Background: an optimization exercise with open tools, aiming at small area. Do not read the settings as production practice. The RTL was checked by simulation tests, not by an equivalence proof against the original design.

### flow/sine.hex
800
832
864
896
8c8
8fa
92c
95e
98f
9c0
9f1
a22
a52
a82
ab1
ae0
b0f
b3d
b6b
b98
bc5
bf1
c1c
c47
c71
c9a
cc3
ceb
d12
d39
d5f
d83
da7
dca
ded
e0e
e2e
e4e
e6c
e8a
ea6
ec1
edc
ef5
f0d
f24
f3a
f4f
f63
f76
f87
f98
fa7
fb5
fc2
fcd
fd8
fe1
fe9
ff0
ff5
ff9
ffd
ffe
fff
ffe
ffd
ff9
ff5
ff0
fe9
fe1
fd8
fcd
fc2
fb5
fa7
f98
f87
f76
f63
f4f
f3a
f24
f0d
ef5
edc
ec1
ea6
e8a
e6c
e4e
e2e
e0e
ded
dca
da7
d83
d5f
d39
d12
ceb
cc3
c9a
c71
c47
c1c
bf1
bc5
b98
b6b
b3d
b0f
ae0
ab1
a82
a52
a22
9f1
9c0
98f
95e
92c
8fa
8c8
896
864
832
800
7cd
79b
769
737
705
6d3
6a1
670
63f
60e
5dd
5ad
57d
54e
51f
4f0
4c2
494
467
43a
40e
3e3
3b8
38e
365
33c
314
2ed
2c6
2a0
27c
258
235
212
1f1
1d1
1b1
193
175
159
13e
123
10a
f2
db
c5
b0
9c
89
78
67
58
4a
3d
32
27
1e
16
f
a
6
2
1
0
1
2
6
a
f
16
1e
27
32
3d
4a
58
67
78
89
9c
b0
c5
db
f2
10a
123
13e
159
175
193
1b1
1d1
1f1
212
235
258
27c
2a0
2c6
2ed
314
33c
365
38e
3b8
3e3
40e
43a
467
494
4c2
4f0
51f
54e
57d
5ad
5dd
60e
63f
670
6a1
6d3
705
737
769
79b
7cd
### flow/run.sh
#!/bin/bash
# synth_recipe.tcl (not shown) runs the flow's synth.tcl, then flattens the netlist and writes it again
# the make line also repeats each setting of config.mk as NAME=value (left out here)
make -C /OpenROAD-flow-scripts/flow DESIGN_CONFIG=/design/flow/config.mk WORK_HOME=/design/flow/orfs CLKGATE_MAP_FILE= SYNTH_SCRIPT=/design/flow/synth_recipe.tcl finish
### flow/config.mk
export PLATFORM = sky130hd
export DESIGN_NAME = top_module
export DESIGN_NICKNAME = top_module
export VERILOG_FILES = /design/flow/design.v
export SDC_FILE = /design/flow/constraint.sdc
export NUM_CORES = 4
export LEC_CHECK = 0
export CAP_MARGIN = 20
export CORE_MARGIN = 2
export CORE_UTILIZATION = 40
export SLEW_MARGIN = 20
### flow/constraint.sdc
create_clock -name core_clock -period 44.0 [get_ports {CLOCK}]
set_input_delay 8.8000 -clock core_clock [delete_from_list [all_inputs] [get_ports {CLOCK}]]
set_output_delay 8.8000 -clock core_clock [all_outputs]
set_load 0.01 [all_outputs]
### flow/design.v
`timescale 1ns / 1ps
module half_clock(
    input CLOCK,
    input reset,
    output reg HALF_CLOCK,
    output HALF_RISE
    );
    reg [2:0] COUNT;
    always @ (posedge CLOCK) begin
        if (reset) begin
            COUNT <= 3'b000;
            HALF_CLOCK <= 1'b0;
        end else begin
            COUNT <= COUNT + 1;
            HALF_CLOCK <= (COUNT == 3'b000) ? ~HALF_CLOCK : HALF_CLOCK;
        end
    end
    assign HALF_RISE = (COUNT == 3'b000) & ~HALF_CLOCK;
endmodule
`timescale 1ns / 1ps
module DAC_clock(
    input CLOCK,
    input reset,
    output reg DAC_CLOCK
    );
    reg [31:0] COUNT;
    reg [31:0] MAX_COUNT;
    always @ (posedge CLOCK) begin
        if (reset) begin
            COUNT <= 0;
            MAX_COUNT <= 0;
            DAC_CLOCK <= 1'b0;
        end else begin
            MAX_COUNT <= 1000;
            DAC_CLOCK <= (COUNT == MAX_COUNT/2) ? ~DAC_CLOCK : DAC_CLOCK;
            COUNT <= (COUNT == MAX_COUNT/2) ? 0 : (COUNT + 1);
        end
    end
endmodule
`timescale 1ns / 1ps
module clock_2s(
    input CLOCK,
    input reset,
    output reg show_freq
    );
    reg [31:0] COUNT;
    reg [31:0] MAX_COUNT;
    always @ (posedge CLOCK) begin
        if (reset) begin
            COUNT <= 0;
            MAX_COUNT <= 0;
            show_freq <= 1'b0;
        end else begin
            MAX_COUNT <= 200000;
            show_freq <= (COUNT == MAX_COUNT/2) ? ~show_freq : show_freq;
            COUNT <= (COUNT == MAX_COUNT/2) ? 0 : (COUNT + 1);
        end
    end
endmodule
`timescale 1ns / 1ps
module start_clock(
    input CLOCK,reset,
    input [11:0] Freq_Req,
    input [7:0] step,
    output reg START_CLOCK,
    output START_RISE
    );
    reg [31:0] COUNT;
    reg [31:0] MAX_COUNT;
    wire [11:0] Freq_Div = (Freq_Req == 12'd0) ? 12'd1 : Freq_Req;
    wire wrap = (COUNT >= MAX_COUNT/2);
    always@(posedge CLOCK) begin
        if(reset) begin
            START_CLOCK <= 0;
            MAX_COUNT <= 0;
            COUNT <= 0;
        end else begin
            MAX_COUNT <= (100000000*step) / (Freq_Div *8192);
            START_CLOCK <= wrap ? ~START_CLOCK : START_CLOCK;
            COUNT <= wrap ? 0 : (COUNT + 1);
        end
    end
    assign START_RISE = wrap & ~START_CLOCK;
endmodule
`timescale 1ns / 1ps
module DA2RefComp(
    input CLOCK,
    input CLK_EN,
    input RST,
    output D1,
    output D2,
    output CLK_OUT,
    output reg nSYNC,
    input [11:0] DATA1,
    input [11:0] DATA2,
    input START,
    output reg DONE
    );
    localparam [3:0] control = 4'b0000;
    localparam [1:0] Idle = 2'd0, ShiftOut = 2'd1, SyncData = 2'd2;
    reg [1:0] current_state;
    reg [1:0] next_state;
    reg [15:0] temp1;
    reg [15:0] temp2;
    reg [27:0] clk_counter;
    reg [3:0] shiftCounter;
    reg enShiftCounter;
    reg enParalelLoad;
    wire clk_div = clk_counter[0];
    wire div_rise = CLK_EN & ~clk_counter[0];
    always @(posedge CLOCK) begin
        if (RST)
            clk_counter <= 28'd0;
        else if (CLK_EN)
            clk_counter <= clk_counter + 1'b1;
    end
    assign CLK_OUT = clk_counter[0];
    always @(posedge CLOCK) begin
        if (RST) begin
            shiftCounter <= 4'd0;
            temp1 <= 16'd0;
            temp2 <= 16'd0;
        end else if (div_rise) begin
            if (enParalelLoad) begin
                shiftCounter <= 4'd0;
                temp1 <= {control, DATA1};
                temp2 <= {control, DATA2};
            end else if (enShiftCounter) begin
                temp1 <= {temp1[14:0], temp1[15]};
                temp2 <= {temp2[14:0], temp2[15]};
                shiftCounter <= shiftCounter + 1'b1;
            end
        end
    end
    assign D1 = temp1[15];
    assign D2 = temp2[15];
    always @(posedge CLOCK) begin
        if (RST)
            current_state <= Idle;
        else if (div_rise)
            current_state <= next_state;
    end
    always @(*) begin
        if (current_state == Idle) begin
            enShiftCounter = 1'b0;
            DONE = 1'b1;
            nSYNC = 1'b1;
            enParalelLoad = 1'b1;
        end else if (current_state == ShiftOut) begin
            enShiftCounter = 1'b1;
            DONE = 1'b0;
            nSYNC = 1'b0;
            enParalelLoad = 1'b0;
        end else begin
            enShiftCounter = 1'b0;
            DONE = 1'b0;
            nSYNC = 1'b1;
            enParalelLoad = 1'b0;
        end
    end
    always @(*) begin
        next_state = current_state;
        case (current_state)
            Idle:     if (START == 1'b1) next_state = ShiftOut;
            ShiftOut: if (shiftCounter == 4'hF) next_state = SyncData;
            SyncData: if (START == 1'b0) next_state = Idle;
            default:  next_state = Idle;
        endcase
    end
endmodule
`timescale 1ns / 1ps
module my_DAC(
    input CLOCK,
    input RESET,
    input [11:0] Freq,Amp,
    input set_sqr,set_tri,set_sine,
    output [3:0] JA,
    output LED
    );
    reg [11:0] DATA_A;
    reg [10:0] COUNT;
    localparam [7:0] step = 32;
    reg [31:0] new_data_a;
    wire START_CLOCK, START_RISE;
    wire HALF_CLOCK, HALF_RISE;
    wire DAC_CLOCK;
    reg [11:0] SINE_LUT [0:255];
    initial $readmemh("sine.hex",SINE_LUT);
    half_clock c2(CLOCK, RESET, HALF_CLOCK, HALF_RISE);
    DAC_clock c3(CLOCK, RESET, DAC_CLOCK);
    start_clock c4(CLOCK,RESET,Freq,step,START_CLOCK,START_RISE);
    always @ (posedge CLOCK) begin
        if (RESET)
            new_data_a <= 0;
        else if (HALF_RISE)
            new_data_a <= (DATA_A * Amp) / 3300;
    end
    always @ (posedge CLOCK) begin
        if (RESET) begin
            DATA_A <= 12'b0;
            COUNT <= 11'b0;
        end else if (START_RISE) begin
            if(set_tri == 1) begin   
                if (COUNT == 1'b0)
                begin
                    if (DATA_A >= (12'hFFF-step))
                    begin
                        COUNT <= 1'b1;
                        DATA_A <= DATA_A - step;
                    end
                    else
                        DATA_A <= DATA_A + step;
                end
                else
                begin
                    if(DATA_A < step)  
                    begin
                        COUNT <= 1'b0;
                        DATA_A <= DATA_A + step;
                    end
                    else
                        DATA_A <= DATA_A - step;
                end
            end else if(set_sqr == 1) begin   
                DATA_A <= (COUNT <= (4096/step)) ? 0: 12'hFFF;
                COUNT <= (COUNT == (8192/step)) ? 0 : (COUNT + 1);
            end else if(set_sine == 1) begin   
                DATA_A <= SINE_LUT[COUNT[7:0]];
                COUNT <= (COUNT >= ((8192/step)-1)) ? 0 : (COUNT + 1);
            end
        end
    end
    DA2RefComp MY_BASIC_DAC(
        .CLOCK(CLOCK),
        .CLK_EN(HALF_RISE),
        .RST(RESET),
        .D1(JA[1]),
        .D2(JA[2]),
        .CLK_OUT(JA[3]),
        .nSYNC(JA[0]),
        .DATA1(new_data_a[11:0]),
        .DATA2(12'b0),
        .START(DAC_CLOCK),
        .DONE(LED)
        );
endmodule
`timescale 1ns / 1ps
module sevenseg(
 input clock, reset,
 input [3:0] in0, in1, in2, in3,   
 output reg [6:0] sseg_temp,  
 output [3:0] an    
 );
localparam N = 18;
reg [N-1:0]count;  
always @ (posedge clock)
 begin
  if (reset)
   count <= 0;
  else
   count <= count + 1;
 end
reg [3:0]sseg;  
reg [3:0]an_temp;  
always @ (*)
 begin
  case(count[N-1:N-2])  
   2'b00 :   
    begin
     sseg = in0;
     an_temp = 4'b1110;
    end
   2'b01:   
    begin
     sseg = in1;
     an_temp = 4'b1101;
    end
   2'b10:   
    begin
     sseg = in2;
     an_temp = 4'b1011;
    end
   2'b11:   
    begin
     sseg = in3;
     an_temp = 4'b0111;
    end
  endcase
 end
assign an = an_temp;
always @ (*)
 begin
  case(sseg)
   4'd0 : sseg_temp = 7'b1000000;  
   4'd1 : sseg_temp = 7'b1111001;  
   4'd2 : sseg_temp = 7'b0100100;  
   4'd3 : sseg_temp = 7'b0110000;  
   4'd4 : sseg_temp = 7'b0011001;  
   4'd5 : sseg_temp = 7'b0010010;  
   4'd6 : sseg_temp = 7'b0000010;  
   4'd7 : sseg_temp = 7'b1111000;  
   4'd8 : sseg_temp = 7'b0000000;  
   4'd9 : sseg_temp = 7'b0010000;  
   default : sseg_temp = 7'b0111111;  
  endcase
 end
endmodule
`timescale 1ns / 1ps
module mouse(
	input wire CLOCK,
	input wire reset,
	input wire clk,  
	input wire data,  
	output reg [1:0] d
);
reg [7:0] data_curr;
reg [3:0] b;
reg [1:0] c1;
reg flag;
reg clk_s1, clk_s2, data_s1;
wire clk_fall = clk_s2 & ~clk_s1;
wire flag_rise = clk_fall & (b == 4'd10) & ~flag;
always @(posedge CLOCK)
begin
	if (reset) begin
		clk_s1 <= 1'b1;
		clk_s2 <= 1'b1;
		data_s1 <= 1'b1;
	end else begin
		clk_s1 <= clk;
		clk_s2 <= clk_s1;
		data_s1 <= data;
	end
end
always @(posedge CLOCK)  
begin
if (reset) begin
	b <= 4'd0;
	flag <= 1'b0;
	data_curr <= 8'hf0;
end else if (clk_fall) begin
case(b)
	1:;  
	2:data_curr[0]<=data_s1;
	3:data_curr[1]<=data_s1;
	4:data_curr[2]<=data_s1;
	5:data_curr[3]<=data_s1;
	6:data_curr[4]<=data_s1;
	7:data_curr[5]<=data_s1;
	8:data_curr[6]<=data_s1;
	9:data_curr[7]<=data_s1;
	10:flag<=1'b1;  
	11:flag<=1'b0;  
	default:;
endcase
 if(b<=10)
	b <= b+1;
 else if(b==11)
	b <= 1;
end
end
always @(posedge CLOCK)  
begin
if (reset) begin
	c1 <= 2'd0;
	d <= 2'd0;
end else if (flag_rise) begin
	if(c1 == 2)
		c1 <= 0;
	else
		c1 <= c1+1;
	if(c1 == 0)
		if(data_curr[1] == 1)
			if(d == 2)
				d <= 0;
			else
				d <= d+1;
end
end
endmodule
`timescale 1ns / 1ps
module top_module(
	input CLOCK,
	input reset,
	input PS2Clk,  
	input PS2Data,  
	input [15:1] SW,
	input PB1,PB2,
	output [6:0] seg,  
	output [3:0] an,    
	output [3:0] JA,
	output LED
    );
	reg [11:0] Freq,Amp;
	reg [11:0] Freq1,Amp1;
	reg [3:0] d0,d1,d2,d3;
	wire show_freq;
	wire slow_clock, slow_rise;
	wire [1:0] sel;
	reg set_sqr,set_tri,set_sine;
sevenseg seg7(CLOCK,reset,d0,d1,d2,d3,seg,an);
clock_2s clock_2second(CLOCK,reset,show_freq);
my_DAC dac(CLOCK,reset,Freq,Amp,set_sqr,set_tri,set_sine,JA,LED);
half_clock hc(CLOCK,reset,slow_clock,slow_rise);
mouse mouse1(CLOCK,reset,PS2Clk,PS2Data,sel);
	always@(sel,SW[15:13])
	begin
		set_sqr = 0;
		set_tri = 0;
		set_sine = 0;
		if(SW[15] == 1) begin
			if(sel == 0) begin
				set_sqr = 1;
				set_tri = 0;
				set_sine = 0;
			end else if(sel == 1) begin
				set_sqr = 0;
				set_tri = 1;
				set_sine = 0;
			end else if(sel == 2) begin
				set_sqr = 0;
				set_tri = 0;
				set_sine = 1;
			end
		end else begin
			if(SW[14:13] == 0) begin
				set_sqr = 1;
				set_tri = 0;
				set_sine = 0;
			end else if(SW[14:13] == 1) begin
				set_sqr = 1;
				set_tri = 0;
				set_sine = 0;
			end else if(SW[14:13] == 2) begin
				set_sqr = 0;
				set_tri = 1;
				set_sine = 0;
			end else if(SW[14:13] == 3) begin
				set_sqr = 0;
				set_tri = 0;
				set_sine = 1;
			end
		end
	end
	always@(posedge CLOCK)
        begin
            if(reset) begin
                Freq <= 1;
                Amp <= 1;
            end else begin
                if(PB1 == 1) begin
                    Freq <= SW[12:1];
                end else if(PB2 == 1) begin
                    Amp <= SW[12:1];
                end
            end
        end
	always@(posedge CLOCK)
	begin
		if (reset) begin
			d0 = 4'd0;
			d1 = 4'd0;
			d2 = 4'd0;
			d3 = 4'd0;
		end else if (slow_rise) begin
			Freq1 = Freq;
			Amp1 = Amp;
			if(show_freq == 1) begin
				d3 = Freq1 / 1000;
				Freq1 = Freq1 - d3*1000;
				d2 = Freq1 / 100;
				Freq1 = Freq1 - d2*100;
				d1 = Freq1 / 10;
				Freq1 = Freq1 - d1*10;
				d0 = Freq1;
			end else begin
				d3 = Amp1 / 1000;
				Amp1 = Amp1 - d3*1000;
				d2 = Amp1 / 100;
				Amp1 = Amp1 - d2*100;
				d1 = Amp1 / 10;
				Amp1 = Amp1 - d1*10;
				d0 = Amp1;
			end
		end
	end
endmodule
==> key figures <==
Worst setup path
  – Crit path largest cell delay: roughly 0.57 ns
  – Worst r2r src: Freq[11]
  – Setup CP Type: reg2reg
  – Crit path arrival time: between 40 and 50 ns
  – FF-to-FF setup slack: between 4 and 5 ns
  – Startpoint types: flop
  – Slowest-stage cell, CP: nor4_2
  – Type of destination of the critical path: flop
  – Most used cell along the critical path: a21o_1
  – Crit Path Max Fanout: 25
  – Worst R2R Path Depth: 210
  – Critical Path RT: between 40 and 50 ns
  – Worst r2r dst: dac.c4.MAX_COUNT[1]

Layout
  – Area Overhead vs Synth: 6.18%
  – Layout Utilization: 42.9%
  – Fill count: 9,318
  – Final nets: about 5,300
  – Commonest cells after routing, fill and taps aside: nand2_1 (605), nor2_1 (489), a21oi_1 (369), ha_1 (346), o21ai_0 (304)
  – Commonest non-fill, non-tap cell in the layout: nand2_1
  – Cell area after layout: 38,500 µm²
  – Share of layout cells above drive strength 1: 4.52%

Logic synthesis
  – Adder-Cell Fraction of Synth Area: a little under a fifth
  – Post-synth top area share: 15.6%
  – Synthesized cell area: roughly 36,000 µm²
  – Post-synthesis simple-gate area fraction: between 20% and 30%
  – Asr flop ratio synth: 0%
  – Net Count, Synth: ~5,500
  – Register bit total from synthesis: around 280
  – Compound-Gate Fraction of Synth Area: approximately 26%
  – Post-synthesis sequential area ratio: roughly 16%
  – XOR/XNOR Fraction of Synth Area: 7.99%
  – Synth warnings: 9
  – Largest family of logic cells by synthesized area: compound AO/OA/AOI/OAI gates
  – EDFF count, synth: 0
  – Top post-synthesis cells by area: dfxtp_1 (16%), ha_1 (12%), nand2_1 (6.3%), fa_1 (6.1%), a21oi_1 (5.1%)
  – Mux cell area share after synthesis: under 10%
  – Most used DFF post-synth: dfxtp_1
  – Mapped Avg Cell Area: 7.29 µm²
  – Yosys top cell by area: dfxtp_1
  – Mapped Cells: ~5,000
  – Unique masters post-synth: around 120

Clock tree
  – Sink Count: about 280
  – Root Buffer: clkbuf_16
  – CTS Buf Count: 30
  – Htree depth: 1
  – CTS clk-pin slew, worst paths: 0.07 ns
  – Post-CTS Setup Repair Bufs: 0
  – Skew-Pair Late Insertion Delay: about 0.58 ns
  – Cts hold-fix bufs: 0
  – Post-CTS sizing: 0
  – TritonCTS clock tree: yes
  – Maximum clock insertion buffer count: 3

GRT
  – Vias in the first global route: 32,800
  – GRT Util Overall: around a fifth
  – Initial antenna violation count: 2
  – First-pass GRT wire length: ~160,000 µm
  – Largest net degree at the start of global routing: 69
  – Total congestion overflow: 0

Floorplanning
  – Die Y: 305 µm
  – Cell row count: 110
  – Initial Util: about two fifths
  – I/O Pins: 37
  – Placeable Area: 89,900 µm²
  – Die footprint: slightly above 90,000 µm²
  – Die W: 305 µm

Hold path
  – Hold Crit Class: reg2reg
  – HP Start: seg7.count[0]
  – Hold Path Depth: 1
  – Hold endpoint: seg7.count[0]

Timing
  – Slew Limit Fails: 0
  – Tmin final: just under 40 ns
  – RSZ-0062 raised after global routing: no
  – Slew headroom: roughly 28%
  – Setup_tns: 0 ns
  – Fmax: between 20 and 30 MHz
  – Worst-Margin Slew: approximately 1.1 ns
  – Setup violations, final: 0
  – Fin. Hold Viols: 0
  – Clk_skew: 0.0123 ns
  – Fin crit share: between 90% and 100%

Flow run
  – Maxcap violations: 0

Drt
  – Post-route DRC violation count: 0
  – Final wirelength: 97,900 µm
  – Routed wire length per instance: about 16 µm
  – Initial DRC Count: a little under 3,000
  – First-pass detailed-route iteration total: 6
  – Routed vias: ~35,000
  – Final antenna-violating net count: 0
  – Vias per cell: 5.77

Status
  – Status: timing/DRC/antenna clean

Place
  – DPL Wire Length: slightly above 70,000 µm
  – IO Port Bufs: 36
  – Dpl cell area: ~37,000 µm²
  – Routability congestion estimate: 0.950
-- worst max-delay path by stage --
| stage | end | cells past startpoint | startpoint | slack, ns |
|---|---|---|---|---|
| CTS | dac.c4.MAX_COUNT[1] | 206 | Freq[10] | 2.20 |
| detailed placement | dac.c4.MAX_COUNT[1] | 206 | Freq[11] | 2.34 |
| global placement | dac.c4.MAX_COUNT[1] | 204 | Freq[11] | 2.95 |
| global route | dac.c4.MAX_COUNT[1] | 211 | Freq[11] | 0.18 |
| floorplan | dac.c4.MAX_COUNT[1] | 221 | Freq[10] | 5.49 |
| finish | dac.c4.MAX_COUNT[1] | 210 | Freq[11] | 4.24 |
-- logic make-up after synthesis --
group,after synthesis
compound gates,1420
xor+xnor,330
fa+ha+maj,481
buf+inv,528
flops,283
mux,86
other cells,1
simple gates,1845
-- per-layer routing --
layer / part of all wire, % / vias up / GRT usage [%] / routed length, µm
met4: 2.4 / 0 / 4.79 / 2390
met2: 45 / 921 / 33.7 / 43600
met1: 48 / 16300 / 28.6 / 46600
met5: 0 / - / 0 / 0
met3: 5.4 / 196 / 2.26 / 5250
li1: - / 17500 / - / -
-- metrics by stage --
stage / hold slack, ns / std cells / worst slack, ns
finish: 0.442 / 6046 / 4.24
global route: 0.460 / 6046 / 0.179
CTS: 0.444 / 6044 / 2.20
detailed placement: 0.433 / 5990 / 2.34
global placement: 0.426 / 5990 / 2.95
floorplan: 0.413 / 4974 / 5.49
-- cell usage after synthesis (all sizes together) (81+ instances only) --
cell type  number
nand2         606
dfxtp         283
xor2          148
o21a           81
inv           296
a21o          118
fa            110
clkbuf        193
nor3          122
nand3         136
nor2          497
ha            346
and2           88
o21ai         324
xnor2         182
a21oi         376
-- worst max-delay path: cells and delay by family (launching register included) --
kind	cells	cell delay, ns
AOI/OAI and AO/OA	106	19.21
and+or+nand+nor	75	11.41
adders and majority gates	18	5.53
muxes	4	1.43
buffers and inverters	6	1.35
DFF	1	0.46
xor gates and xnor gates	1	0.22
-- state kept, by name (all words and copies together) (netlist names), 3 cells and up, named ones only --
name / count
dac.c4.MAX_COUNT: 19
dac.new_data_a: 12
Amp: 12
seg7.count: 18
d0: 4
mouse1.b: 4
Freq: 12
dac.c3.COUNT: 32
dac.MY_BASIC_DAC.shiftCounter: 4
d3: 3
clock_2second.COUNT: 32
dac.c4.COUNT: 32
dac.COUNT: 11
dac.MY_BASIC_DAC.temp2: 16
dac.MY_BASIC_DAC.temp1: 16
d2: 4
dac.DATA_A: 12
d1: 4
dac.c2.COUNT: 3
hc.COUNT: 3
-- area by class of cell --
| class | count | area [µm²] | share of cell area [%] |
|---|---|---|---|
| flip-flops and latches | 283 | 5670 | 14.7 |
| multi-input cells | 4163 | 28600 | 74.3 |
| clock buffers | 42 | 856 | 2.22 |
| diodes | 2 | 5.00 | 0.0130 |
| clock inverters | 12 | 151 | 0.393 |
| well taps | 1176 | 1470 | 3.82 |
| repair buffers | 68 | 602 | 1.56 |
| inverters | 300 | 1130 | 2.93 |

## re-timing with driven ports
The flow's constraints put no driver on any port. The routed layout listed below was extracted and timed again, unchanged, in two steps. Step 1 (the two cells are an assumption about what drives the block):
set clk [get_ports {CLOCK}]
set_driving_cell -lib_cell sky130_fd_sc_hd__clkbuf_16 $clk
set_driving_cell -lib_cell sky130_fd_sc_hd__buf_2 [delete_from_list [all_inputs] $clk]
Step 2 times the ports against the registers' clock, not the clock port: input delays grow and output delays shrink by t, the midpoint of the rising clock arrivals with the driver on. Three values: ideal, step 1, step 2; two values: the first two.
t, ns: 0.638
setup slack, ns: 4.243 / 4.243 / 4.243
worst hold slack (ns): 0.442 / 0.442 / 0.442
slew at the worst register clock pin (ns): 0.07 / 0.07
worst slew at a driven data input, ns: 0.08
After both steps this run still meets setup and hold. For this run, drivers alone change the setup slack by 0.000 ns; drivers and shift together by 0.000 ns.
